Source: an optimization exercise on an open RTL-to-GDS flow (aim: small area, a short achievable clock period and few clock cycles per item). Production flows keep margins and buffers that such runs may drop.
At most, simulation tests tie the RTL to the original design; equivalence was not proved.
Only the layout flow was run in run 2; the RTL was not checked for function there.
Power is estimated from default activity; no workload was simulated.

==> flow/design.v (outline; a module is shown in full before it is edited, if it fits) <==
// module HW3_FPMUL_754SP: 2503 lines
// module fpm_fa: 6 lines
// module fpm_ha: 6 lines
module HW3_FPMUL_754SP(Clk, Rst, St, FPmplier, FPmcand, Done, Ovf, Unf, FPproduct);
  // ...
==> flow/flow/run.sh <==
#!/bin/bash
set -euo pipefail
export BUFFER_PORTS_ARGS="-buffer_cell sky130_fd_sc_hd__buf_1"
bash standard.sh > standard.log 2>&1
==> flow/standard.sh <==
#!/bin/bash
# synth_recipe.tcl (not shown) runs the flow's synth.tcl, then flattens the netlist and writes it again
# the make line also repeats each setting of config.mk as NAME=value (left out here)
make -C /OpenROAD-flow-scripts/flow DESIGN_CONFIG=/design/flow/config.mk WORK_HOME=/design/flow/orfs CLKGATE_MAP_FILE= SYNTH_SCRIPT=/design/flow/synth_recipe.tcl "${@:-finish}"
==> flow/config.mk <==
export PLATFORM = sky130hd
export DESIGN_NAME = HW3_FPMUL_754SP
export DESIGN_NICKNAME = HW3_FPMUL_754SP
export VERILOG_FILES = /design/flow/design.v
export SDC_FILE = /design/flow/constraint.sdc
export NUM_CORES = 4
export LEC_CHECK = 0
export CAP_MARGIN = 20
export CORE_MARGIN = 2
export CORE_UTILIZATION = 60
export PLACE_DENSITY = 0.72
export SETUP_SLACK_MARGIN = 3.3
export SLEW_MARGIN = 20
export SYNTH_HIERARCHICAL = 1
export SYNTH_MINIMUM_KEEP_SIZE = 0
==> flow/constraint.sdc <==
create_clock -name core_clock -period 8.6 [get_ports {Clk}]
set_input_delay 1.7200 -clock core_clock [delete_from_list [all_inputs] [get_ports {Clk}]]
set_output_delay 1.7200 -clock core_clock [all_outputs]
set_load 0.01 [all_outputs]
==> results by group, run 1 <==
Status
  • Status: timing/DRC/antenna clean

Logic synthesis
  • Synth Cell Area: about 16000 um2
  • Syn avg cell area: around 9.7 um2
  • Synth top area share: 31.9%
  • Post-synthesis register bit count: 83

Critical path
  • CP Class: reg2out
  • Crit path arrival time: about 3.5 ns
  • Critical Path Start: rx[7]

Global route
  • Met3 Resource Use GR: between 10 and 15%

Pwr
  • Seq power: roughly 0.74 mW
  • Pint: about 3.3 mW
  • Switching Fraction: a little over 50%
  • Sw power: 3.51 mW

Finish
  • Seq_cells: slightly above 80
  • Fin area: between 15000 and 20000 um2
  • Register share of the cell area: about a tenth

Placed design
  • Placed Cells: slightly below 2000
  • Final Wtd Congestion: just under 1

Routing
  • Drt wl/cell: about 25 um
  • Highest routed layer: met4
  • Met1 wire length: slightly below 20000 um

Floorplanning
  • Overall die width: about 170 um

STA
  • Fin crit share: a little over 60%
  • Hold slack: ~1.5 ns
  • Fin crit period: between 5 and 6 ns

Clock tree
  • Postcts setup bufs: 4
Testbench counts, summed over its fixed seeds: cycles 12,000, ops 12,000.
==> run 2: changes to the inputs <==
--- a/flow/design.v
+++ b/flow/design.v
@@ -1,15 +1,15 @@
 module HW3_FPMUL_754SP(Clk, Rst, St, FPmplier, FPmcand, Done, Ovf, Unf, FPproduct);
 	input Clk, Rst, St;
 	input [31:0] FPmplier, FPmcand;
 	output [31:0] FPproduct;
 	output Ovf, Unf;
 	output reg Done;
-	reg [34:0] rx, ry;
+	reg [30:0] rx, ry;
 	reg rcin, rzero, rs;
 	reg [8:0] re0;
 	wire one1;
 	wire two2;
 	wire neg3;
 	wire bp4;
 	wire bp5;
 	wire bp6;
@@ -1063,24 +1063,24 @@
 	wire p1054;
 	wire g1055;
 	wire p1056;
 	wire g1057;
 	wire p1058;
 	wire g1059;
 	wire p1060;
 	wire g1061;
-	wire g1062;
-	wire p1063;
-	wire g1064;
-	wire p1065;
-	wire g1066;
-	wire p1067;
-	wire g1068;
-	wire p1069;
+	wire p1062;
+	wire g1063;
+	wire p1064;
+	wire g1065;
+	wire p1066;
+	wire g1067;
+	wire p1068;
+	wire g1069;
 	wire g1070;
 	wire p1071;
 	wire g1072;
 	wire p1073;
 	wire g1074;
 	wire p1075;
 	wire g1076;
 	wire p1077;
@@ -1319,79 +1319,41 @@
 	wire g1310;
 	wire p1311;
 	wire g1312;
 	wire p1313;
 	wire g1314;
 	wire p1315;
 	wire g1316;
 	wire p1317;
-	wire g1318;
-	wire p1319;
-	wire g1320;
-	wire p1321;
-	wire g1322;
-	wire p1323;
-	wire g1324;
-	wire p1325;
-	wire g1326;
-	wire p1327;
-	wire g1328;
-	wire p1329;
-	wire g1330;
-	wire p1331;
-	wire g1332;
-	wire p1333;
-	wire g1334;
-	wire p1335;
-	wire g1336;
-	wire p1337;
-	wire g1338;
-	wire p1339;
-	wire g1340;
-	wire p1341;
-	wire g1342;
-	wire p1343;
-	wire g1344;
-	wire p1345;
-	wire g1346;
-	wire p1347;
-	wire g1348;
-	wire p1349;
-	wire g1350;
-	wire p1351;
-	wire g1352;
-	wire p1353;
-	wire g1354;
-	wire p1355;
-	wire sum1356;
-	wire sum1357;
-	wire sum1358;
-	wire sum1359;
-	wire sum1360;
-	wire sum1361;
-	wire sum1362;
-	wire sum1363;
-	wire sum1364;
-	wire sum1365;
-	wire sum1366;
-	wire sum1367;
-	wire sum1368;
-	wire sum1369;
-	wire sum1370;
-	wire sum1371;
-	wire sum1372;
-	wire sum1373;
-	wire sum1374;
-	wire sum1375;
-	wire sum1376;
-	wire sum1377;
-	wire sum1378;
-	wire sum1379;
-	wire sum1380;
+	wire sum1318;
+	wire sum1319;
+	wire sum1320;
+	wire sum1321;
+	wire sum1322;
+	wire sum1323;
+	wire sum1324;
+	wire sum1325;
+	wire sum1326;
+	wire sum1327;
+	wire sum1328;
+	wire sum1329;
+	wire sum1330;
+	wire sum1331;
+	wire sum1332;
+	wire sum1333;
+	wire sum1334;
+	wire sum1335;
+	wire sum1336;
+	wire sum1337;
+	wire sum1338;
+	wire sum1339;
+	wire sum1340;
+	wire sum1341;
+	wire sum1342;
 	assign one1 = FPmcand[0] ^ 1'b0;
 	assign two2 = (FPmcand[1] & ~FPmcand[0] & ~1'b0) | (~FPmcand[1] & FPmcand[0] & 1'b0);
 	assign neg3 = FPmcand[1] & ~(FPmcand[0] & 1'b0);
 	assign bp4 = ((one1 & FPmplier[0])) ^ neg3;
 	assign bp5 = ((one1 & FPmplier[1]) | (two2 & FPmplier[0])) ^ neg3;
 	assign bp6 = ((one1 & FPmplier[2]) | (two2 & FPmplier[1])) ^ neg3;
 	assign bp7 = ((one1 & FPmplier[3]) | (two2 & FPmplier[2])) ^ neg3;
 	assign bp8 = ((one1 & FPmplier[4]) | (two2 & FPmplier[3])) ^ neg3;
@@ -1776,430 +1738,392 @@
 	assign g959 = c862 & s863;
 	assign p960 = c862 | s863;
 	assign g961 = c864 & s865;
 	assign p962 = c864 | s865;
 	assign g963 = c866 & s867;
 	assign p964 = c866 | s867;
 	assign g965 = c868 & s869;
 	assign p966 = c868 | s869;
-	assign g967 = g945 | (p946 & g943);
-	assign p968 = p946 & p944;
-	assign g969 = g967 | (p968 & g941);
-	assign p970 = p968 & p942;
-	assign g971 = g951 | (p952 & g949);
-	assign p972 = p952 & p950;
-	assign g973 = g971 | (p972 & g947);
-	assign p974 = p972 & p948;
-	assign g975 = g973 | (p974 & g969);
-	assign p976 = p974 & p970;
-	assign g977 = g957 | (p958 & g955);
-	assign p978 = p958 & p956;
-	assign g979 = g977 | (p978 & g953);
-	assign p980 = p978 & p954;
-	assign g981 = g961 | (p962 & g959);
-	assign p982 = p962 & p960;
-	assign g983 = g965 | (p966 & g963);
-	assign p984 = p966 & p964;
+	assign g967 = c870 & s871;
+	assign p968 = c870 | s871;
+	assign g969 = c872 & s873;
+	assign p970 = c872 | s873;
+	assign g971 = c874 & s875;
+	assign p972 = c874 | s875;
+	assign g973 = c876 & s877;
+	assign p974 = c876 | s877;
+	assign g975 = g943 | (p944 & g941);
+	assign p976 = p944 & p942;
+	assign g977 = g947 | (p948 & g945);
+	assign p978 = p948 & p946;
+	assign g979 = g977 | (p978 & g975);
+	assign p980 = p978 & p976;
+	assign g981 = g951 | (p952 & g949);
+	assign p982 = p952 & p950;
+	assign g983 = g955 | (p956 & g953);
+	assign p984 = p956 & p954;
 	assign g985 = g983 | (p984 & g981);
 	assign p986 = p984 & p982;
 	assign g987 = g985 | (p986 & g979);
 	assign p988 = p986 & p980;
-	assign g989 = g987 | (p988 & g975);
-	assign p990 = p988 & p976;
-	assign g991 = rx[0] & ry[0];
-	assign p992 = rx[0] ^ ry[0];
-	assign g993 = rx[1] & ry[1];
-	assign p994 = rx[1] ^ ry[1];
-	assign g995 = rx[2] & ry[2];
-	assign p996 = rx[2] ^ ry[2];
-	assign g997 = rx[3] & ry[3];
-	assign p998 = rx[3] ^ ry[3];
-	assign g999 = rx[4] & ry[4];
-	assign p1000 = rx[4] ^ ry[4];
-	assign g1001 = rx[5] & ry[5];
-	assign p1002 = rx[5] ^ ry[5];
-	assign g1003 = rx[6] & ry[6];
-	assign p1004 = rx[6] ^ ry[6];
-	assign g1005 = rx[7] & ry[7];
-	assign p1006 = rx[7] ^ ry[7];
-	assign g1007 = rx[8] & ry[8];
-	assign p1008 = rx[8] ^ ry[8];
-	assign g1009 = rx[9] & ry[9];
-	assign p1010 = rx[9] ^ ry[9];
-	assign g1011 = rx[10] & ry[10];
-	assign p1012 = rx[10] ^ ry[10];
-	assign g1013 = rx[11] & ry[11];
-	assign p1014 = rx[11] ^ ry[11];
-	assign g1015 = rx[12] & ry[12];
-	assign p1016 = rx[12] ^ ry[12];
-	assign g1017 = rx[13] & ry[13];
-	assign p1018 = rx[13] ^ ry[13];
-	assign g1019 = rx[14] & ry[14];
-	assign p1020 = rx[14] ^ ry[14];
-	assign g1021 = rx[15] & ry[15];
-	assign p1022 = rx[15] ^ ry[15];
-	assign g1023 = rx[16] & ry[16];
-	assign p1024 = rx[16] ^ ry[16];
-	assign g1025 = rx[17] & ry[17];
-	assign p1026 = rx[17] ^ ry[17];
-	assign g1027 = rx[18] & ry[18];
-	assign p1028 = rx[18] ^ ry[18];
-	assign g1029 = rx[19] & ry[19];
-	assign p1030 = rx[19] ^ ry[19];
-	assign g1031 = rx[20] & ry[20];
-	assign p1032 = rx[20] ^ ry[20];
-	assign g1033 = rx[21] & ry[21];
-	assign p1034 = rx[21] ^ ry[21];
-	assign g1035 = rx[22] & ry[22];
-	assign p1036 = rx[22] ^ ry[22];
-	assign g1037 = rx[23] & ry[23];
-	assign p1038 = rx[23] ^ ry[23];
-	assign g1039 = rx[24] & ry[24];
-	assign p1040 = rx[24] ^ ry[24];
-	assign g1041 = rx[25] & ry[25];
-	assign p1042 = rx[25] ^ ry[25];
-	assign g1043 = rx[26] & ry[26];
-	assign p1044 = rx[26] ^ ry[26];
-	assign g1045 = rx[27] & ry[27];
-	assign p1046 = rx[27] ^ ry[27];
-	assign g1047 = rx[28] & ry[28];
-	assign p1048 = rx[28] ^ ry[28];
-	assign g1049 = rx[29] & ry[29];
-	assign p1050 = rx[29] ^ ry[29];
-	assign g1051 = rx[30] & ry[30];
-	assign p1052 = rx[30] ^ ry[30];
-	assign g1053 = rx[31] & ry[31];
-	assign p1054 = rx[31] ^ ry[31];
-	assign g1055 = rx[32] & ry[32];
-	assign p1056 = rx[32] ^ ry[32];
-	assign g1057 = rx[33] & ry[33];
-	assign p1058 = rx[33] ^ ry[33];
-	assign g1059 = rx[34] & ry[34];
-	assign p1060 = rx[34] ^ ry[34];
-	assign g1061 = g991 | (p992 & rcin);
-	assign g1062 = g993 | (p994 & g1061);
-	assign p1063 = p994 & p992;
-	assign g1064 = g995 | (p996 & g993);
-	assign p1065 = p996 & p994;
-	assign g1066 = g997 | (p998 & g995);
-	assign p1067 = p998 & p996;
-	assign g1068 = g999 | (p1000 & g997);
-	assign p1069 = p1000 & p998;
-	assign g1070 = g1001 | (p1002 & g999);
-	assign p1071 = p1002 & p1000;
-	assign g1072 = g1003 | (p1004 & g1001);
-	assign p1073 = p1004 & p1002;
-	assign g1074 = g1005 | (p1006 & g1003);
-	assign p1075 = p1006 & p1004;
-	assign g1076 = g1007 | (p1008 & g1005);
-	assign p1077 = p1008 & p1006;
-	assign g1078 = g1009 | (p1010 & g1007);
-	assign p1079 = p1010 & p1008;
-	assign g1080 = g1011 | (p1012 & g1009);
-	assign p1081 = p1012 & p1010;
-	assign g1082 = g1013 | (p1014 & g1011);
-	assign p1083 = p1014 & p1012;
-	assign g1084 = g1015 | (p1016 & g1013);
-	assign p1085 = p1016 & p1014;
-	assign g1086 = g1017 | (p1018 & g1015);
-	assign p1087 = p1018 & p1016;
-	assign g1088 = g1019 | (p1020 & g1017);
-	assign p1089 = p1020 & p1018;
-	assign g1090 = g1021 | (p1022 & g1019);
-	assign p1091 = p1022 & p1020;
-	assign g1092 = g1023 | (p1024 & g1021);
-	assign p1093 = p1024 & p1022;
-	assign g1094 = g1025 | (p1026 & g1023);
-	assign p1095 = p1026 & p1024;
-	assign g1096 = g1027 | (p1028 & g1025);
-	assign p1097 = p1028 & p1026;
-	assign g1098 = g1029 | (p1030 & g1027);
-	assign p1099 = p1030 & p1028;
-	assign g1100 = g1031 | (p1032 & g1029);
-	assign p1101 = p1032 & p1030;
-	assign g1102 = g1033 | (p1034 & g1031);
-	assign p1103 = p1034 & p1032;
-	assign g1104 = g1035 | (p1036 & g1033);
-	assign p1105 = p1036 & p1034;
-	assign g1106 = g1037 | (p1038 & g1035);
-	assign p1107 = p1038 & p1036;
-	assign g1108 = g1039 | (p1040 & g1037);
-	assign p1109 = p1040 & p1038;
-	assign g1110 = g1041 | (p1042 & g1039);
-	assign p1111 = p1042 & p1040;
-	assign g1112 = g1043 | (p1044 & g1041);
-	assign p1113 = p1044 & p1042;
-	assign g1114 = g1045 | (p1046 & g1043);
-	assign p1115 = p1046 & p1044;
-	assign g1116 = g1047 | (p1048 & g1045);
-	assign p1117 = p1048 & p1046;
-	assign g1118 = g1049 | (p1050 & g1047);
-	assign p1119 = p1050 & p1048;
-	assign g1120 = g1051 | (p1052 & g1049);
-	assign p1121 = p1052 & p1050;
-	assign g1122 = g1053 | (p1054 & g1051);
-	assign p1123 = p1054 & p1052;
-	assign g1124 = g1055 | (p1056 & g1053);
-	assign p1125 = p1056 & p1054;
-	assign g1126 = g1057 | (p1058 & g1055);
-	assign p1127 = p1058 & p1056;
-	assign g1128 = g1059 | (p1060 & g1057);
-	assign p1129 = p1060 & p1058;
-	assign g1130 = g1064 | (p1065 & g1061);
-	assign p1131 = p1065 & p992;
-	assign g1132 = g1066 | (p1067 & g1062);
-	assign p1133 = p1067 & p1063;
-	assign g1134 = g1068 | (p1069 & g1064);
-	assign p1135 = p1069 & p1065;
-	assign g1136 = g1070 | (p1071 & g1066);
-	assign p1137 = p1071 & p1067;
-	assign g1138 = g1072 | (p1073 & g1068);
-	assign p1139 = p1073 & p1069;
-	assign g1140 = g1074 | (p1075 & g1070);
-	assign p1141 = p1075 & p1071;
-	assign g1142 = g1076 | (p1077 & g1072);
-	assign p1143 = p1077 & p1073;
-	assign g1144 = g1078 | (p1079 & g1074);
-	assign p1145 = p1079 & p1075;
-	assign g1146 = g1080 | (p1081 & g1076);
-	assign p1147 = p1081 & p1077;
-	assign g1148 = g1082 | (p1083 & g1078);
-	assign p1149 = p1083 & p1079;
-	assign g1150 = g1084 | (p1085 & g1080);
-	assign p1151 = p1085 & p1081;
-	assign g1152 = g1086 | (p1087 & g1082);
-	assign p1153 = p1087 & p1083;
-	assign g1154 = g1088 | (p1089 & g1084);
-	assign p1155 = p1089 & p1085;
-	assign g1156 = g1090 | (p1091 & g1086);
-	assign p1157 = p1091 & p1087;
-	assign g1158 = g1092 | (p1093 & g1088);
-	assign p1159 = p1093 & p1089;
-	assign g1160 = g1094 | (p1095 & g1090);
-	assign p1161 = p1095 & p1091;
-	assign g1162 = g1096 | (p1097 & g1092);
-	assign p1163 = p1097 & p1093;
-	assign g1164 = g1098 | (p1099 & g1094);
-	assign p1165 = p1099 & p1095;
-	assign g1166 = g1100 | (p1101 & g1096);
-	assign p1167 = p1101 & p1097;
-	assign g1168 = g1102 | (p1103 & g1098);
-	assign p1169 = p1103 & p1099;
-	assign g1170 = g1104 | (p1105 & g1100);
-	assign p1171 = p1105 & p1101;
-	assign g1172 = g1106 | (p1107 & g1102);
-	assign p1173 = p1107 & p1103;
-	assign g1174 = g1108 | (p1109 & g1104);
-	assign p1175 = p1109 & p1105;
-	assign g1176 = g1110 | (p1111 & g1106);
-	assign p1177 = p1111 & p1107;
-	assign g1178 = g1112 | (p1113 & g1108);
-	assign p1179 = p1113 & p1109;
-	assign g1180 = g1114 | (p1115 & g1110);
-	assign p1181 = p1115 & p1111;
-	assign g1182 = g1116 | (p1117 & g1112);
-	assign p1183 = p1117 & p1113;
-	assign g1184 = g1118 | (p1119 & g1114);
-	assign p1185 = p1119 & p1115;
-	assign g1186 = g1120 | (p1121 & g1116);
-	assign p1187 = p1121 & p1117;
-	assign g1188 = g1122 | (p1123 & g1118);
-	assign p1189 = p1123 & p1119;
-	assign g1190 = g1124 | (p1125 & g1120);
-	assign p1191 = p1125 & p1121;
-	assign g1192 = g1126 | (p1127 & g1122);
-	assign p1193 = p1127 & p1123;
-	assign g1194 = g1128 | (p1129 & g1124);
-	assign p1195 = p1129 & p1125;
-	assign g1196 = g1134 | (p1135 & g1061);
-	assign p1197 = p1135 & p992;
-	assign g1198 = g1136 | (p1137 & g1062);
-	assign p1199 = p1137 & p1063;
-	assign g1200 = g1138 | (p1139 & g1130);
-	assign p1201 = p1139 & p1131;
-	assign g1202 = g1140 | (p1141 & g1132);
-	assign p1203 = p1141 & p1133;
-	assign g1204 = g1142 | (p1143 & g1134);
-	assign p1205 = p1143 & p1135;
-	assign g1206 = g1144 | (p1145 & g1136);
-	assign p1207 = p1145 & p1137;
-	assign g1208 = g1146 | (p1147 & g1138);
-	assign p1209 = p1147 & p1139;
-	assign g1210 = g1148 | (p1149 & g1140);
-	assign p1211 = p1149 & p1141;
-	assign g1212 = g1150 | (p1151 & g1142);
-	assign p1213 = p1151 & p1143;
-	assign g1214 = g1152 | (p1153 & g1144);
-	assign p1215 = p1153 & p1145;
-	assign g1216 = g1154 | (p1155 & g1146);
-	assign p1217 = p1155 & p1147;
-	assign g1218 = g1156 | (p1157 & g1148);
-	assign p1219 = p1157 & p1149;
-	assign g1220 = g1158 | (p1159 & g1150);
-	assign p1221 = p1159 & p1151;
-	assign g1222 = g1160 | (p1161 & g1152);
-	assign p1223 = p1161 & p1153;
-	assign g1224 = g1162 | (p1163 & g1154);
-	assign p1225 = p1163 & p1155;
-	assign g1226 = g1164 | (p1165 & g1156);
-	assign p1227 = p1165 & p1157;
-	assign g1228 = g1166 | (p1167 & g1158);
-	assign p1229 = p1167 & p1159;
-	assign g1230 = g1168 | (p1169 & g1160);
-	assign p1231 = p1169 & p1161;
-	assign g1232 = g1170 | (p1171 & g1162);
-	assign p1233 = p1171 & p1163;
-	assign g1234 = g1172 | (p1173 & g1164);
-	assign p1235 = p1173 & p1165;
-	assign g1236 = g1174 | (p1175 & g1166);
-	assign p1237 = p1175 & p1167;
-	assign g1238 = g1176 | (p1177 & g1168);
-	assign p1239 = p1177 & p1169;
-	assign g1240 = g1178 | (p1179 & g1170);
-	assign p1241 = p1179 & p1171;
-	assign g1242 = g1180 | (p1181 & g1172);
-	assign p1243 = p1181 & p1173;
-	assign g1244 = g1182 | (p1183 & g1174);
-	assign p1245 = p1183 & p1175;
-	assign g1246 = g1184 | (p1185 & g1176);
-	assign p1247 = p1185 & p1177;
-	assign g1248 = g1186 | (p1187 & g1178);
-	assign p1249 = p1187 & p1179;
-	assign g1250 = g1188 | (p1189 & g1180);
-	assign p1251 = p1189 & p1181;
-	assign g1252 = g1190 | (p1191 & g1182);
-	assign p1253 = p1191 & p1183;
-	assign g1254 = g1192 | (p1193 & g1184);
-	assign p1255 = p1193 & p1185;
-	assign g1256 = g1194 | (p1195 & g1186);
-	assign p1257 = p1195 & p1187;
-	assign g1258 = g1204 | (p1205 & g1061);
-	assign p1259 = p1205 & p992;
-	assign g1260 = g1206 | (p1207 & g1062);
-	assign p1261 = p1207 & p1063;
-	assign g1262 = g1208 | (p1209 & g1130);
-	assign p1263 = p1209 & p1131;
-	assign g1264 = g1210 | (p1211 & g1132);
-	assign p1265 = p1211 & p1133;
-	assign g1266 = g1212 | (p1213 & g1196);
-	assign p1267 = p1213 & p1197;
-	assign g1268 = g1214 | (p1215 & g1198);
-	assign p1269 = p1215 & p1199;
-	assign g1270 = g1216 | (p1217 & g1200);
-	assign p1271 = p1217 & p1201;
-	assign g1272 = g1218 | (p1219 & g1202);
-	assign p1273 = p1219 & p1203;
-	assign g1274 = g1220 | (p1221 & g1204);
-	assign p1275 = p1221 & p1205;
-	assign g1276 = g1222 | (p1223 & g1206);
-	assign p1277 = p1223 & p1207;
-	assign g1278 = g1224 | (p1225 & g1208);
-	assign p1279 = p1225 & p1209;
-	assign g1280 = g1226 | (p1227 & g1210);
-	assign p1281 = p1227 & p1211;
-	assign g1282 = g1228 | (p1229 & g1212);
-	assign p1283 = p1229 & p1213;
-	assign g1284 = g1230 | (p1231 & g1214);
-	assign p1285 = p1231 & p1215;
-	assign g1286 = g1232 | (p1233 & g1216);
-	assign p1287 = p1233 & p1217;
-	assign g1288 = g1234 | (p1235 & g1218);
-	assign p1289 = p1235 & p1219;
-	assign g1290 = g1236 | (p1237 & g1220);
-	assign p1291 = p1237 & p1221;
-	assign g1292 = g1238 | (p1239 & g1222);
-	assign p1293 = p1239 & p1223;
-	assign g1294 = g1240 | (p1241 & g1224);
-	assign p1295 = p1241 & p1225;
-	assign g1296 = g1242 | (p1243 & g1226);
-	assign p1297 = p1243 & p1227;
-	assign g1298 = g1244 | (p1245 & g1228);
-	assign p1299 = p1245 & p1229;
-	assign g1300 = g1246 | (p1247 & g1230);
-	assign p1301 = p1247 & p1231;
-	assign g1302 = g1248 | (p1249 & g1232);
-	assign p1303 = p1249 & p1233;
-	assign g1304 = g1250 | (p1251 & g1234);
-	assign p1305 = p1251 & p1235;
-	assign g1306 = g1252 | (p1253 & g1236);
-	assign p1307 = p1253 & p1237;
-	assign g1308 = g1254 | (p1255 & g1238);
-	assign p1309 = p1255 & p1239;
-	assign g1310 = g1256 | (p1257 & g1240);
-	assign p1311 = p1257 & p1241;
-	assign g1312 = g1274 | (p1275 & g1061);
-	assign p1313 = p1275 & p992;
-	assign g1314 = g1276 | (p1277 & g1062);
-	assign p1315 = p1277 & p1063;
-	assign g1316 = g1278 | (p1279 & g1130);
-	assign p1317 = p1279 & p1131;
-	assign g1318 = g1280 | (p1281 & g1132);
-	assign p1319 = p1281 & p1133;
-	assign g1320 = g1282 | (p1283 & g1196);
-	assign p1321 = p1283 & p1197;
-	assign g1322 = g1284 | (p1285 & g1198);
-	assign p1323 = p1285 & p1199;
-	assign g1324 = g1286 | (p1287 & g1200);
-	assign p1325 = p1287 & p1201;
-	assign g1326 = g1288 | (p1289 & g1202);
-	assign p1327 = p1289 & p1203;
-	assign g1328 = g1290 | (p1291 & g1258);
-	assign p1329 = p1291 & p1259;
-	assign g1330 = g1292 | (p1293 & g1260);
-	assign p1331 = p1293 & p1261;
-	assign g1332 = g1294 | (p1295 & g1262);
-	assign p1333 = p1295 & p1263;
-	assign g1334 = g1296 | (p1297 & g1264);
-	assign p1335 = p1297 & p1265;
-	assign g1336 = g1298 | (p1299 & g1266);
-	assign p1337 = p1299 & p1267;
-	assign g1338 = g1300 | (p1301 & g1268);
-	assign p1339 = p1301 & p1269;
-	assign g1340 = g1302 | (p1303 & g1270);
-	assign p1341 = p1303 & p1271;
-	assign g1342 = g1304 | (p1305 & g1272);
-	assign p1343 = p1305 & p1273;
-	assign g1344 = g1306 | (p1307 & g1274);
-	assign p1345 = p1307 & p1275;
-	assign g1346 = g1308 | (p1309 & g1276);
-	assign p1347 = p1309 & p1277;
-	assign g1348 = g1310 | (p1311 & g1278);
-	assign p1349 = p1311 & p1279;
-	assign g1350 = g1344 | (p1345 & g1061);
-	assign p1351 = p1345 & p992;
-	assign g1352 = g1346 | (p1347 & g1062);
-	assign p1353 = p1347 & p1063;
-	assign g1354 = g1348 | (p1349 & g1130);
-	assign p1355 = p1349 & p1131;
-	assign sum1356 = p1012 ^ g1260;
-	assign sum1357 = p1014 ^ g1262;
-	assign sum1358 = p1016 ^ g1264;
-	assign sum1359 = p1018 ^ g1266;
-	assign sum1360 = p1020 ^ g1268;
-	assign sum1361 = p1022 ^ g1270;
-	assign sum1362 = p1024 ^ g1272;
-	assign sum1363 = p1026 ^ g1312;
-	assign sum1364 = p1028 ^ g1314;
-	assign sum1365 = p1030 ^ g1316;
-	assign sum1366 = p1032 ^ g1318;
-	assign sum1367 = p1034 ^ g1320;
-	assign sum1368 = p1036 ^ g1322;
-	assign sum1369 = p1038 ^ g1324;
-	assign sum1370 = p1040 ^ g1326;
-	assign sum1371 = p1042 ^ g1328;
-	assign sum1372 = p1044 ^ g1330;
-	assign sum1373 = p1046 ^ g1332;
-	assign sum1374 = p1048 ^ g1334;
-	assign sum1375 = p1050 ^ g1336;
-	assign sum1376 = p1052 ^ g1338;
-	assign sum1377 = p1054 ^ g1340;
-	assign sum1378 = p1056 ^ g1342;
-	assign sum1379 = p1058 ^ g1350;
-	assign sum1380 = p1060 ^ g1352;
+	assign g989 = g959 | (p960 & g957);
+	assign p990 = p960 & p958;
+	assign g991 = g963 | (p964 & g961);
+	assign p992 = p964 & p962;
+	assign g993 = g991 | (p992 & g989);
+	assign p994 = p992 & p990;
+	assign g995 = g967 | (p968 & g965);
+	assign p996 = p968 & p966;
+	assign g997 = g973 | (p974 & g971);
+	assign p998 = p974 & p972;
+	assign g999 = g997 | (p998 & g969);
+	assign p1000 = p998 & p970;
+	assign g1001 = g999 | (p1000 & g995);
+	assign p1002 = p1000 & p996;
+	assign g1003 = g1001 | (p1002 & g993);
+	assign p1004 = p1002 & p994;
+	assign g1005 = g1003 | (p1004 & g987);
+	assign p1006 = p1004 & p988;
+	assign g1007 = c878 & s879;
+	assign p1008 = c878 ^ s879;
+	assign g1009 = c880 & s881;
+	assign p1010 = c880 ^ s881;
+	assign g1011 = c882 & s883;
+	assign p1012 = c882 ^ s883;
+	assign g1013 = c884 & s885;
+	assign p1014 = c884 ^ s885;
+	assign g1015 = c886 & s887;
+	assign p1016 = c886 ^ s887;
+	assign g1017 = c888 & s889;
+	assign p1018 = c888 ^ s889;
+	assign g1019 = c890 & s891;
+	assign p1020 = c890 ^ s891;
+	assign g1021 = c892 & s893;
+	assign p1022 = c892 ^ s893;
+	assign g1023 = c894 & s895;
+	assign p1024 = c894 ^ s895;
+	assign g1025 = c896 & s897;
+	assign p1026 = c896 ^ s897;
+	assign g1027 = c898 & s899;
+	assign p1028 = c898 ^ s899;
+	assign g1029 = c900 & s901;
+	assign p1030 = c900 ^ s901;
+	assign g1031 = c902 & s903;
+	assign p1032 = c902 ^ s903;
+	assign g1033 = c904 & s905;
+	assign p1034 = c904 ^ s905;
+	assign g1035 = c906 & s907;
+	assign p1036 = c906 ^ s907;
+	assign g1037 = c908 & s909;
+	assign p1038 = c908 ^ s909;
+	assign g1039 = c910 & s911;
+	assign p1040 = c910 ^ s911;
+	assign g1041 = c912 & s913;
+	assign p1042 = c912 ^ s913;
+	assign g1043 = c914 & s915;
+	assign p1044 = c914 ^ s915;
+	assign g1045 = c916 & s917;
+	assign p1046 = c916 ^ s917;
+	assign g1047 = s919 & c918;
+	assign p1048 = s919 ^ c918;
+	assign g1049 = c920 & s921;
+	assign p1050 = c920 ^ s921;
+	assign g1051 = c922 & s923;
+	assign p1052 = c922 ^ s923;
+	assign g1053 = c924 & s925;
+	assign p1054 = c924 ^ s925;
+	assign g1055 = c926 & s927;
+	assign p1056 = c926 ^ s927;
+	assign g1057 = s929 & c928;
+	assign p1058 = s929 ^ c928;
+	assign g1059 = c930 & s931;
+	assign p1060 = c930 ^ s931;
+	assign g1061 = c932 & s933;
+	assign p1062 = c932 ^ s933;
+	assign g1063 = s935 & c934;
+	assign p1064 = s935 ^ c934;
+	assign g1065 = s937 & c936;
+	assign p1066 = s937 ^ c936;
+	assign g1067 = s939 & c938;
+	assign p1068 = s939 ^ c938;
+	assign g1069 = rx[0] | (ry[0] & rcin);
+	assign g1070 = rx[1] | (ry[1] & g1069);
+	assign p1071 = ry[1] & ry[0];
+	assign g1072 = rx[2] | (ry[2] & rx[1]);
+	assign p1073 = ry[2] & ry[1];
+	assign g1074 = rx[3] | (ry[3] & rx[2]);
+	assign p1075 = ry[3] & ry[2];
+	assign g1076 = rx[4] | (ry[4] & rx[3]);
+	assign p1077 = ry[4] & ry[3];
+	assign g1078 = rx[5] | (ry[5] & rx[4]);
+	assign p1079 = ry[5] & ry[4];
+	assign g1080 = rx[6] | (ry[6] & rx[5]);
+	assign p1081 = ry[6] & ry[5];
+	assign g1082 = rx[7] | (ry[7] & rx[6]);
+	assign p1083 = ry[7] & ry[6];
+	assign g1084 = rx[8] | (ry[8] & rx[7]);
+	assign p1085 = ry[8] & ry[7];
+	assign g1086 = rx[9] | (ry[9] & rx[8]);
+	assign p1087 = ry[9] & ry[8];
+	assign g1088 = rx[10] | (ry[10] & rx[9]);
+	assign p1089 = ry[10] & ry[9];
+	assign g1090 = rx[11] | (ry[11] & rx[10]);
+	assign p1091 = ry[11] & ry[10];
+	assign g1092 = rx[12] | (ry[12] & rx[11]);
+	assign p1093 = ry[12] & ry[11];
+	assign g1094 = rx[13] | (ry[13] & rx[12]);
+	assign p1095 = ry[13] & ry[12];
+	assign g1096 = rx[14] | (ry[14] & rx[13]);
+	assign p1097 = ry[14] & ry[13];
+	assign g1098 = rx[15] | (ry[15] & rx[14]);
+	assign p1099 = ry[15] & ry[14];
+	assign g1100 = rx[16] | (ry[16] & rx[15]);
+	assign p1101 = ry[16] & ry[15];
+	assign g1102 = rx[17] | (ry[17] & rx[16]);
+	assign p1103 = ry[17] & ry[16];
+	assign g1104 = rx[18] | (ry[18] & rx[17]);
+	assign p1105 = ry[18] & ry[17];
+	assign g1106 = rx[19] | (ry[19] & rx[18]);
+	assign p1107 = ry[19] & ry[18];
+	assign g1108 = rx[20] | (ry[20] & rx[19]);
+	assign p1109 = ry[20] & ry[19];
+	assign g1110 = rx[21] | (ry[21] & rx[20]);
+	assign p1111 = ry[21] & ry[20];
+	assign g1112 = rx[22] | (ry[22] & rx[21]);
+	assign p1113 = ry[22] & ry[21];
+	assign g1114 = rx[23] | (ry[23] & rx[22]);
+	assign p1115 = ry[23] & ry[22];
+	assign g1116 = rx[24] | (ry[24] & rx[23]);
+	assign p1117 = ry[24] & ry[23];
+	assign g1118 = rx[25] | (ry[25] & rx[24]);
+	assign p1119 = ry[25] & ry[24];
+	assign g1120 = rx[26] | (ry[26] & rx[25]);
+	assign p1121 = ry[26] & ry[25];
+	assign g1122 = rx[27] | (ry[27] & rx[26]);
+	assign p1123 = ry[27] & ry[26];
+	assign g1124 = rx[28] | (ry[28] & rx[27]);
+	assign p1125 = ry[28] & ry[27];
+	assign g1126 = rx[29] | (ry[29] & rx[28]);
+	assign p1127 = ry[29] & ry[28];
+	assign g1128 = rx[30] | (ry[30] & rx[29]);
+	assign p1129 = ry[30] & ry[29];
+	assign g1130 = g1072 | (p1073 & g1069);
+	assign p1131 = p1073 & ry[0];
+	assign g1132 = g1074 | (p1075 & g1070);
+	assign p1133 = p1075 & p1071;
+	assign g1134 = g1076 | (p1077 & g1072);
+	assign p1135 = p1077 & p1073;
+	assign g1136 = g1078 | (p1079 & g1074);
+	assign p1137 = p1079 & p1075;
+	assign g1138 = g1080 | (p1081 & g1076);
+	assign p1139 = p1081 & p1077;
+	assign g1140 = g1082 | (p1083 & g1078);
+	assign p1141 = p1083 & p1079;
+	assign g1142 = g1084 | (p1085 & g1080);
+	assign p1143 = p1085 & p1081;
+	assign g1144 = g1086 | (p1087 & g1082);
+	assign p1145 = p1087 & p1083;
+	assign g1146 = g1088 | (p1089 & g1084);
+	assign p1147 = p1089 & p1085;
+	assign g1148 = g1090 | (p1091 & g1086);
+	assign p1149 = p1091 & p1087;
+	assign g1150 = g1092 | (p1093 & g1088);
+	assign p1151 = p1093 & p1089;
+	assign g1152 = g1094 | (p1095 & g1090);
+	assign p1153 = p1095 & p1091;
+	assign g1154 = g1096 | (p1097 & g1092);
+	assign p1155 = p1097 & p1093;
+	assign g1156 = g1098 | (p1099 & g1094);
+	assign p1157 = p1099 & p1095;
+	assign g1158 = g1100 | (p1101 & g1096);
+	assign p1159 = p1101 & p1097;
+	assign g1160 = g1102 | (p1103 & g1098);
+	assign p1161 = p1103 & p1099;
+	assign g1162 = g1104 | (p1105 & g1100);
+	assign p1163 = p1105 & p1101;
+	assign g1164 = g1106 | (p1107 & g1102);
+	assign p1165 = p1107 & p1103;
+	assign g1166 = g1108 | (p1109 & g1104);
+	assign p1167 = p1109 & p1105;
+	assign g1168 = g1110 | (p1111 & g1106);
+	assign p1169 = p1111 & p1107;
+	assign g1170 = g1112 | (p1113 & g1108);
+	assign p1171 = p1113 & p1109;
+	assign g1172 = g1114 | (p1115 & g1110);
+	assign p1173 = p1115 & p1111;
+	assign g1174 = g1116 | (p1117 & g1112);
+	assign p1175 = p1117 & p1113;
+	assign g1176 = g1118 | (p1119 & g1114);
+	assign p1177 = p1119 & p1115;
+	assign g1178 = g1120 | (p1121 & g1116);
+	assign p1179 = p1121 & p1117;
+	assign g1180 = g1122 | (p1123 & g1118);
+	assign p1181 = p1123 & p1119;
+	assign g1182 = g1124 | (p1125 & g1120);
+	assign p1183 = p1125 & p1121;
+	assign g1184 = g1126 | (p1127 & g1122);
+	assign p1185 = p1127 & p1123;
+	assign g1186 = g1128 | (p1129 & g1124);
+	assign p1187 = p1129 & p1125;
+	assign g1188 = g1134 | (p1135 & g1069);
+	assign p1189 = p1135 & ry[0];
+	assign g1190 = g1136 | (p1137 & g1070);
+	assign p1191 = p1137 & p1071;
+	assign g1192 = g1138 | (p1139 & g1130);
+	assign p1193 = p1139 & p1131;
+	assign g1194 = g1140 | (p1141 & g1132);
+	assign p1195 = p1141 & p1133;
+	assign g1196 = g1142 | (p1143 & g1134);
+	assign p1197 = p1143 & p1135;
+	assign g1198 = g1144 | (p1145 & g1136);
+	assign p1199 = p1145 & p1137;
+	assign g1200 = g1146 | (p1147 & g1138);
+	assign p1201 = p1147 & p1139;
+	assign g1202 = g1148 | (p1149 & g1140);
+	assign p1203 = p1149 & p1141;
+	assign g1204 = g1150 | (p1151 & g1142);
+	assign p1205 = p1151 & p1143;
+	assign g1206 = g1152 | (p1153 & g1144);
+	assign p1207 = p1153 & p1145;
+	assign g1208 = g1154 | (p1155 & g1146);
+	assign p1209 = p1155 & p1147;
+	assign g1210 = g1156 | (p1157 & g1148);
+	assign p1211 = p1157 & p1149;
+	assign g1212 = g1158 | (p1159 & g1150);
+	assign p1213 = p1159 & p1151;
+	assign g1214 = g1160 | (p1161 & g1152);
+	assign p1215 = p1161 & p1153;
+	assign g1216 = g1162 | (p1163 & g1154);
+	assign p1217 = p1163 & p1155;
+	assign g1218 = g1164 | (p1165 & g1156);
+	assign p1219 = p1165 & p1157;
+	assign g1220 = g1166 | (p1167 & g1158);
+	assign p1221 = p1167 & p1159;
+	assign g1222 = g1168 | (p1169 & g1160);
+	assign p1223 = p1169 & p1161;
+	assign g1224 = g1170 | (p1171 & g1162);
+	assign p1225 = p1171 & p1163;
+	assign g1226 = g1172 | (p1173 & g1164);
+	assign p1227 = p1173 & p1165;
+	assign g1228 = g1174 | (p1175 & g1166);
+	assign p1229 = p1175 & p1167;
+	assign g1230 = g1176 | (p1177 & g1168);
+	assign p1231 = p1177 & p1169;
+	assign g1232 = g1178 | (p1179 & g1170);
+	assign p1233 = p1179 & p1171;
+	assign g1234 = g1180 | (p1181 & g1172);
+	assign p1235 = p1181 & p1173;
+	assign g1236 = g1182 | (p1183 & g1174);
+	assign p1237 = p1183 & p1175;
+	assign g1238 = g1184 | (p1185 & g1176);
+	assign p1239 = p1185 & p1177;
+	assign g1240 = g1186 | (p1187 & g1178);
+	assign p1241 = p1187 & p1179;
+	assign g1242 = g1196 | (p1197 & g1069);
+	assign p1243 = p1197 & ry[0];
+	assign g1244 = g1198 | (p1199 & g1070);
+	assign p1245 = p1199 & p1071;
+	assign g1246 = g1200 | (p1201 & g1130);
+	assign p1247 = p1201 & p1131;
+	assign g1248 = g1202 | (p1203 & g1132);
+	assign p1249 = p1203 & p1133;
+	assign g1250 = g1204 | (p1205 & g1188);
+	assign p1251 = p1205 & p1189;
+	assign g1252 = g1206 | (p1207 & g1190);
+	assign p1253 = p1207 & p1191;
+	assign g1254 = g1208 | (p1209 & g1192);
+	assign p1255 = p1209 & p1193;
+	assign g1256 = g1210 | (p1211 & g1194);
+	assign p1257 = p1211 & p1195;
+	assign g1258 = g1212 | (p1213 & g1196);
+	assign p1259 = p1213 & p1197;
+	assign g1260 = g1214 | (p1215 & g1198);
+	assign p1261 = p1215 & p1199;
+	assign g1262 = g1216 | (p1217 & g1200);
+	assign p1263 = p1217 & p1201;
+	assign g1264 = g1218 | (p1219 & g1202);
+	assign p1265 = p1219 & p1203;
+	assign g1266 = g1220 | (p1221 & g1204);
+	assign p1267 = p1221 & p1205;
+	assign g1268 = g1222 | (p1223 & g1206);
+	assign p1269 = p1223 & p1207;
+	assign g1270 = g1224 | (p1225 & g1208);
+	assign p1271 = p1225 & p1209;
+	assign g1272 = g1226 | (p1227 & g1210);
+	assign p1273 = p1227 & p1211;
+	assign g1274 = g1228 | (p1229 & g1212);
+	assign p1275 = p1229 & p1213;
+	assign g1276 = g1230 | (p1231 & g1214);
+	assign p1277 = p1231 & p1215;
+	assign g1278 = g1232 | (p1233 & g1216);
+	assign p1279 = p1233 & p1217;
+	assign g1280 = g1234 | (p1235 & g1218);
+	assign p1281 = p1235 & p1219;
+	assign g1282 = g1236 | (p1237 & g1220);
+	assign p1283 = p1237 & p1221;
+	assign g1284 = g1238 | (p1239 & g1222);
+	assign p1285 = p1239 & p1223;
+	assign g1286 = g1240 | (p1241 & g1224);
+	assign p1287 = p1241 & p1225;
+	assign g1288 = g1258 | (p1259 & g1069);
+	assign p1289 = p1259 & ry[0];
+	assign g1290 = g1260 | (p1261 & g1070);
+	assign p1291 = p1261 & p1071;
+	assign g1292 = g1262 | (p1263 & g1130);
+	assign p1293 = p1263 & p1131;
+	assign g1294 = g1264 | (p1265 & g1132);
+	assign p1295 = p1265 & p1133;
+	assign g1296 = g1266 | (p1267 & g1188);
+	assign p1297 = p1267 & p1189;
+	assign g1298 = g1268 | (p1269 & g1190);
+	assign p1299 = p1269 & p1191;
+	assign g1300 = g1270 | (p1271 & g1192);
+	assign p1301 = p1271 & p1193;
+	assign g1302 = g1272 | (p1273 & g1194);
+	assign p1303 = p1273 & p1195;
+	assign g1304 = g1274 | (p1275 & g1242);
+	assign p1305 = p1275 & p1243;
+	assign g1306 = g1276 | (p1277 & g1244);
+	assign p1307 = p1277 & p1245;
+	assign g1308 = g1278 | (p1279 & g1246);
+	assign p1309 = p1279 & p1247;
+	assign g1310 = g1280 | (p1281 & g1248);
+	assign p1311 = p1281 & p1249;
+	assign g1312 = g1282 | (p1283 & g1250);
+	assign p1313 = p1283 & p1251;
+	assign g1314 = g1284 | (p1285 & g1252);
+	assign p1315 = p1285 & p1253;
+	assign g1316 = g1286 | (p1287 & g1254);
+	assign p1317 = p1287 & p1255;
+	assign sum1318 = ry[6] ^ g1190;
+	assign sum1319 = ry[7] ^ g1192;
+	assign sum1320 = ry[8] ^ g1194;
+	assign sum1321 = ry[9] ^ g1242;
+	assign sum1322 = ry[10] ^ g1244;
+	assign sum1323 = ry[11] ^ g1246;
+	assign sum1324 = ry[12] ^ g1248;
+	assign sum1325 = ry[13] ^ g1250;
+	assign sum1326 = ry[14] ^ g1252;
+	assign sum1327 = ry[15] ^ g1254;
+	assign sum1328 = ry[16] ^ g1256;
+	assign sum1329 = ry[17] ^ g1288;
+	assign sum1330 = ry[18] ^ g1290;
+	assign sum1331 = ry[19] ^ g1292;
+	assign sum1332 = ry[20] ^ g1294;
+	assign sum1333 = ry[21] ^ g1296;
+	assign sum1334 = ry[22] ^ g1298;
+	assign sum1335 = ry[23] ^ g1300;
+	assign sum1336 = ry[24] ^ g1302;
+	assign sum1337 = ry[25] ^ g1304;
+	assign sum1338 = ry[26] ^ g1306;
+	assign sum1339 = ry[27] ^ g1308;
+	assign sum1340 = ry[28] ^ g1310;
+	assign sum1341 = ry[29] ^ g1312;
+	assign sum1342 = ry[30] ^ g1314;
 	fpm_ha us349 (.a(neg235), .b(bp20), .s(s349), .co(c350));
 	fpm_ha us351 (.a(bp21), .b(bp48), .s(s351), .co(c352));
 	fpm_fa us353 (.a(neg264), .b(bp22), .c(bp49), .s(s353), .co(c354));
 	fpm_ha us355 (.a(bp76), .b(bp103), .s(s355), .co(c356));
 	fpm_fa us357 (.a(bp23), .b(bp50), .c(bp77), .s(s357), .co(c358));
 	fpm_ha us359 (.a(bp104), .b(bp131), .s(s359), .co(c360));
 	fpm_fa us361 (.a(neg293), .b(bp24), .c(bp51), .s(s361), .co(c362));
 	fpm_fa us363 (.a(bp78), .b(bp105), .c(bp132), .s(s363), .co(c364));
@@ -2476,28 +2400,28 @@
 	fpm_fa us925 (.a(s749), .b(c834), .c(s835), .s(s925), .co(c926));
 	fpm_fa us927 (.a(s837), .b(c750), .c(c836), .s(s927), .co(c928));
 	fpm_fa us929 (.a(s755), .b(c838), .c(s839), .s(s929), .co(c930));
 	fpm_fa us931 (.a(s759), .b(c840), .c(s841), .s(s931), .co(c932));
 	fpm_fa us933 (.a(s843), .b(c760), .c(c842), .s(s933), .co(c934));
 	fpm_fa us935 (.a(bp346), .b(s845), .c(c844), .s(s935), .co(c936));
 	fpm_fa us937 (.a(s847), .b(bp347), .c(c846), .s(s937), .co(c938));
 	fpm_ha us939 (.a(c848), .b(neg322), .s(s939), .co(c940));
-	wire [34:0] nx = {s939, s937, s935, c932, c930, s929, c926, c924, c922, c920, s919, c916, c914, c912, c910, c908, c906, c904, c902, c900, c898, c896, c894, c892, c890, c888, c886, c884, c882, c880, c878, c876, c874, c872, c870};
-	wire [34:0] ny = {c938, c936, c934, s933, s931, c928, s927, s925, s923, s921, c918, s917, s915, s913, s911, s909, s907, s905, s903, s901, s899, s897, s895, s893, s891, s889, s887, s885, s883, s881, s879, s877, s875, s873, s871};
+	wire [30:0] nx = {g1067, g1065, g1063, g1061, g1059, g1057, g1055, g1053, g1051, g1049, g1047, g1045, g1043, g1041, g1039, g1037, g1035, g1033, g1031, g1029, g1027, g1025, g1023, g1021, g1019, g1017, g1015, g1013, g1011, g1009, g1007};
+	wire [30:0] ny = {p1068, p1066, p1064, p1062, p1060, p1058, p1056, p1054, p1052, p1050, p1048, p1046, p1044, p1042, p1040, p1038, p1036, p1034, p1032, p1030, p1028, p1026, p1024, p1022, p1020, p1018, p1016, p1014, p1012, p1010, p1008};
 	always @ (posedge Clk) begin
 		Done <= St & ~Rst;
 		rx <= nx;
 		ry <= ny;
-		rcin <= g989;
+		rcin <= g1005;
 		rzero <= (FPmplier == 32'b0) || (FPmcand == 32'b0);
 		rs <= FPmplier[31] ^ FPmcand[31];
 		re0 <= {1'b0, FPmplier[30:23]} + {1'b0, FPmcand[30:23]} - 9'd127;
 	end
-	wire [47:23] m = {sum1380, sum1379, sum1378, sum1377, sum1376, sum1375, sum1374, sum1373, sum1372, sum1371, sum1370, sum1369, sum1368, sum1367, sum1366, sum1365, sum1364, sum1363, sum1362, sum1361, sum1360, sum1359, sum1358, sum1357, sum1356};
+	wire [47:23] m = {sum1342, sum1341, sum1340, sum1339, sum1338, sum1337, sum1336, sum1335, sum1334, sum1333, sum1332, sum1331, sum1330, sum1329, sum1328, sum1327, sum1326, sum1325, sum1324, sum1323, sum1322, sum1321, sum1320, sum1319, sum1318};
 	wire [8:0] re1 = re0 + 9'd1;
 	wire [8:0] E = rzero ? 9'd0 : (m[47] ? re1 : re0);
 	wire ovf0 = (re0 > 9'd254), ovf1 = (re0 > 9'd253) && (re0 != 9'd511);
 	wire unf0 = (re0 == 9'd0), unf1 = (re0 == 9'd511);
 	assign Ovf = ~rzero & (m[47] ? ovf1 : ovf0);
 	assign Unf = rzero | (m[47] ? unf1 : unf0);
 	assign FPproduct = {rs, E[7:0], m[47] ? m[46:24] : m[45:23]};
 endmodule
==> flow/config.mk (replaced) <==
export PLATFORM = sky130hd
export DESIGN_NAME = HW3_FPMUL_754SP
export DESIGN_NICKNAME = HW3_FPMUL_754SP
export VERILOG_FILES = /design/flow/design.v
export SDC_FILE = /design/flow/constraint.sdc
export NUM_CORES = 4
export LEC_CHECK = 0
export CAP_MARGIN = 20
export CORE_MARGIN = 2
export CORE_UTILIZATION = 40
export SETUP_SLACK_MARGIN = 3
export SLEW_MARGIN = 20
export SYNTH_HIERARCHICAL = 1
export SYNTH_MINIMUM_KEEP_SIZE = 0
==> run 2 against run 1 <==
  * Fmax is 5.2% lower
  * Design area is 1.1% lower
  * First-iteration DRC count is 17% lower
  * Critical path depth stayed put
  * Setup slack worse by 0.29 ns
  * Critical path type is now in2reg
  * Highest routed layer unchanged
==> results by group, run 2 <==
Routing
  • Iteration-0 DRC Markers: between 1000 and 1500
  • Drt first pass iters: 6
  • Drt wl/cell: 24.7 um (-1.9%)
  • Routed wire length: approximately 54000 um
  • Vias/cell: approximately 6.2
  • Post-route ant nets: 0
  • DR DRC count: 0
  • Routed vias: between 10000 and 15000

Clock tree
  • Root Driver: clkbuf_16
  • Clock Pin Slew Worst Setup and Hold Paths: around 0.070 ns
  • Clock sinks: 74
  • Number of H-tree levels: 3
  • CTS tree: built
  • Bufs on Longest Clock Path: 2
  • Clock buffer count from CTS: 9

Finish
  • Most frequent cells in the layout: xnor2_1, fa_1, a22oi_1
  • Largest register FFs: 31
  • Fin nets: 2071
  • Fin area: 17300 um2 (-1.1%)
  • Fillcell total: a little under 4000
  • Ant. Diodes: 0
  • Fraction of layout cells with a size suffix above 1: 8.22%
  • Commonest non-fill, non-tap cell in the layout: xnor2_1
  • Synth-to-Final Area Change: 7.66%
  • Area taken by multi-input logic gates: roughly 14000 um2
  • Regs by FF count: ry: 31 flops, rx: 30 flops, re0: 9 flops
  • Reg area: around 1500 um2
  • Largest Register: ry

Logic synthesis
  • Mux cell area share after synthesis: 1.54%
  • Most common cell in the netlist: xnor2_1
  • Post-synth top flop: dfxtp_1
  • Synth Area in XOR/XNOR: 16.5%
  • Synth top cells by count: xnor2_1, fa_1, a22oi_1
  • Synth Area in Compound Gates: around a fifth
  • Register area share after synthesis: under 10%
  • Syn avg cell area: 9.66 um2 (about the same)
  • Synth Area in Simple Gates: under 10%
  • Syn nets: ~2100
  • Number of flops mapped to enable cells by yosys: 0
  • Synth Cell Area: 16000 um2 (-0.91%)
  • Most area-consuming cells after synthesis: fa_1, xnor2_1, a22oi_1
  • Synth top area share: 32.2% (+0.29 points)
  • Ys async rst share: 0%
  • Yosys top cell by area: fa_1
  • Syn Inst Count: around 1700
  • Synth Area in Adders: 39.9%
  • Main combinational cell family by area after synthesis: adder cells
  • Number of distinct library cells after synthesis: 70
  • Post-synthesis register bit count: 74 (-11%)
  • Synthesis Warnings: 7

Worst hold path
  • Worst hold path type: in2reg
  • Min-delay src: Rst
  • Hold Crit Depth: 2

Critical path
  • Crit path arrival time: 5.80 ns (+2.26 ns)
  • Crit. End Element: register
  • Critical Path Start: FPmcand[17]
  • Crit-path max FO: 25
  • Startpoint types: input port
  • CP Class: in2reg
  • Critical Path RT: 8.84 ns

Floorplanning
  • # rows: between 70 and 80
  • Overall die width: 204 um (+21%)
  • Starting density of the core: around two fifths
  • Core area: between 30000 and 40000 um2
  • I/O pins: about 100
  • Die height: between 200 and 250 um
  • Die area: between 40000 and 50000 um2

STA
  • Setup Viol. Count Final: 0
  • Setup TNS: 0 ns
  • Fmax: between 150 and 200 MHz
  • Fin. Hold Viols: 0
  • Worst Max-Slew Pin Slew: 0.873 ns
  • Hold slack: 1.52 ns (+0.0167 ns)
  • Slew Viols, Final: 0
  • Slew margin rel.: about two fifths
  • Fin crit share: 64.6% (+3.4 points)
  • RSZ-0062 raised after global routing: true
  • Fin crit period: 5.55 ns (+0.289 ns)

Pwr
  • Peak supply drop: 0.181 mV
  • Pwr Density: around 400 nW/um2
  • Cell leakage power: around 6.3 nW

Run
  • Maxcap violations: 0

Global route
  • Vias in the first global route: between 10000 and 15000
  • Largest net degree at the start of global routing: 51
  • Initial antenna violation count: 0
  • Overall Global Routing Usage: 26.0%
  • First-pass GRT wire length: slightly above 80000 um
  • Total gr overflow: 0

Placed design
  • DP Area: between 15000 and 20000 um2
  • Final Wtd Congestion: 0.880 (-9.2%)
  • Number of buffers added on ports: between 100 and 150
  • DP HPWL: between 30000 and 40000 um

Status
  • Status: timing/DRC/antenna clean
## run 2: changes by cell type in the layout (fill, tap and decap cells not counted), sizes merged, moves of 5 or more
cell   previous run  this run
and3              5        11
dfxtp            83        74
inv              70        65
mux2              0        21
mux2i             7         1
nand2            73        55
nand3            22        28
nor2b             4        12
o21ai            70        53
or3              10         3
xor2             16        22
## run 2: timing repair
| item | CTS | global route |
|---|---|---|
| hold buffers | 0 | 0 |
| setup endpoints to repair | 34 | 31 |
| gates resized for setup | 21 | 38 |
| buffers inserted | 0 | 3 |
| pin swaps | 0 | 1 |
## run 2: cell type report
cell class	count	share of cell area, %
clock buffers	9	1.31
inverters	61	1.57
flip-flops and latches	74	8.59
clock inverters	7	0.479
multi-input cells	1357	79.8
well taps	525	3.81
repair buffers	147	4.44
## run 2: per-module statistics from Yosys (local to each module, per instance)
| module | flip-flops and latches | area [um2] |
|---|---|---|
| HW3_FPMUL_754SP | 74 | 10500 |
| fpm_fa | 0 | 20.0 |
| fpm_ha | 0 | 12.5 |
## run 2: kinds of logic (layout without fill, tap and decap cells)
kind of cell             after synthesis  in the layout
AO/OA/AOI/OAI                        441            441
adder cells (fa/ha/maj)              356            356
XOR/XNOR                             302            302
AND/OR/NAND/NOR                      236            236
buffers and inverters                228            224
flip-flops                            74             74
multiplexers                          22             22
## run 2: routing by layer
metal / GRT usage (%) / vias up / wire length, um
met5: 0 / - / 0
met4: 10.9 / 0 / 2070
li1: - / 5787 / -
met3: 5.71 / 128 / 5780
met1: 35.5 / 6757 / 22100
met2: 39.7 / 778 / 23800
## run 2: path summary, 6_finish.rpt
path                     to  slack, ns
worst max-delay path  ry[8]       3.05
worst min-delay path   Done       1.52
## run 2: where the power goes
group	switching (mW)	internal [mW]	leakage [nW]	total [mW]
clock network	0.175	0.230	0.145	0.405
logic	3.07	2.55	5.53	5.62
registers	0.215	0.641	0.621	0.856
## run 2: critical path, cell delays in order
cell and delay (ns):
buf_1 0.30, ha_2 0.23, nand2b_1 0.31, inv_4 0.29, xnor2_1 0.23, fa_1 0.60
fa_1 0.46, fa_1 0.41, fa_1 0.53, fa_1 0.41, ha_1 0.27
## run 2: through the flow
stage               util (%)  setup slack, ns  power [mW]  instances
floorplan                  -             3.01        4.73       1659
global placement        42.2             2.39        6.19       2161
detailed placement      42.2             2.25        6.43       2161
CTS                     43.1             3.02        6.88       2177
global route            43.5             2.90        7.74       2180
finish                  43.5             3.05        6.88       2180

==> re-timing with driven ports <==
The results above use ideal ports. As a check the final layouts listed here were re-extracted and re-timed, cells and wires unchanged.
Step 1 sets driving cells, clkbuf_16 on the clock port and buf_2 on the other inputs (assumed; they add their load-dependent delay and slew).
Step 2 times the ports against the registers' clock, not the clock port: input delays grow and output delays shrink by t, the midpoint of the rising clock arrivals with the driver on.
a / b / c = ideal / step 1 / step 2; a / b = the first two.
run	t (ns)	setup slack, ns	worst register clock-pin slew, ns
run 1	0.405	3.336 / 3.287 / 3.031	0.08 / 0.08
run 2	0.398	3.046 / 3.067 / 2.669	0.08 / 0.08
After both steps every run listed still meets setup and hold. The setup slack of run 2, which loses most, moves by +0.021 ns with the drivers and by -0.377 ns with both steps.
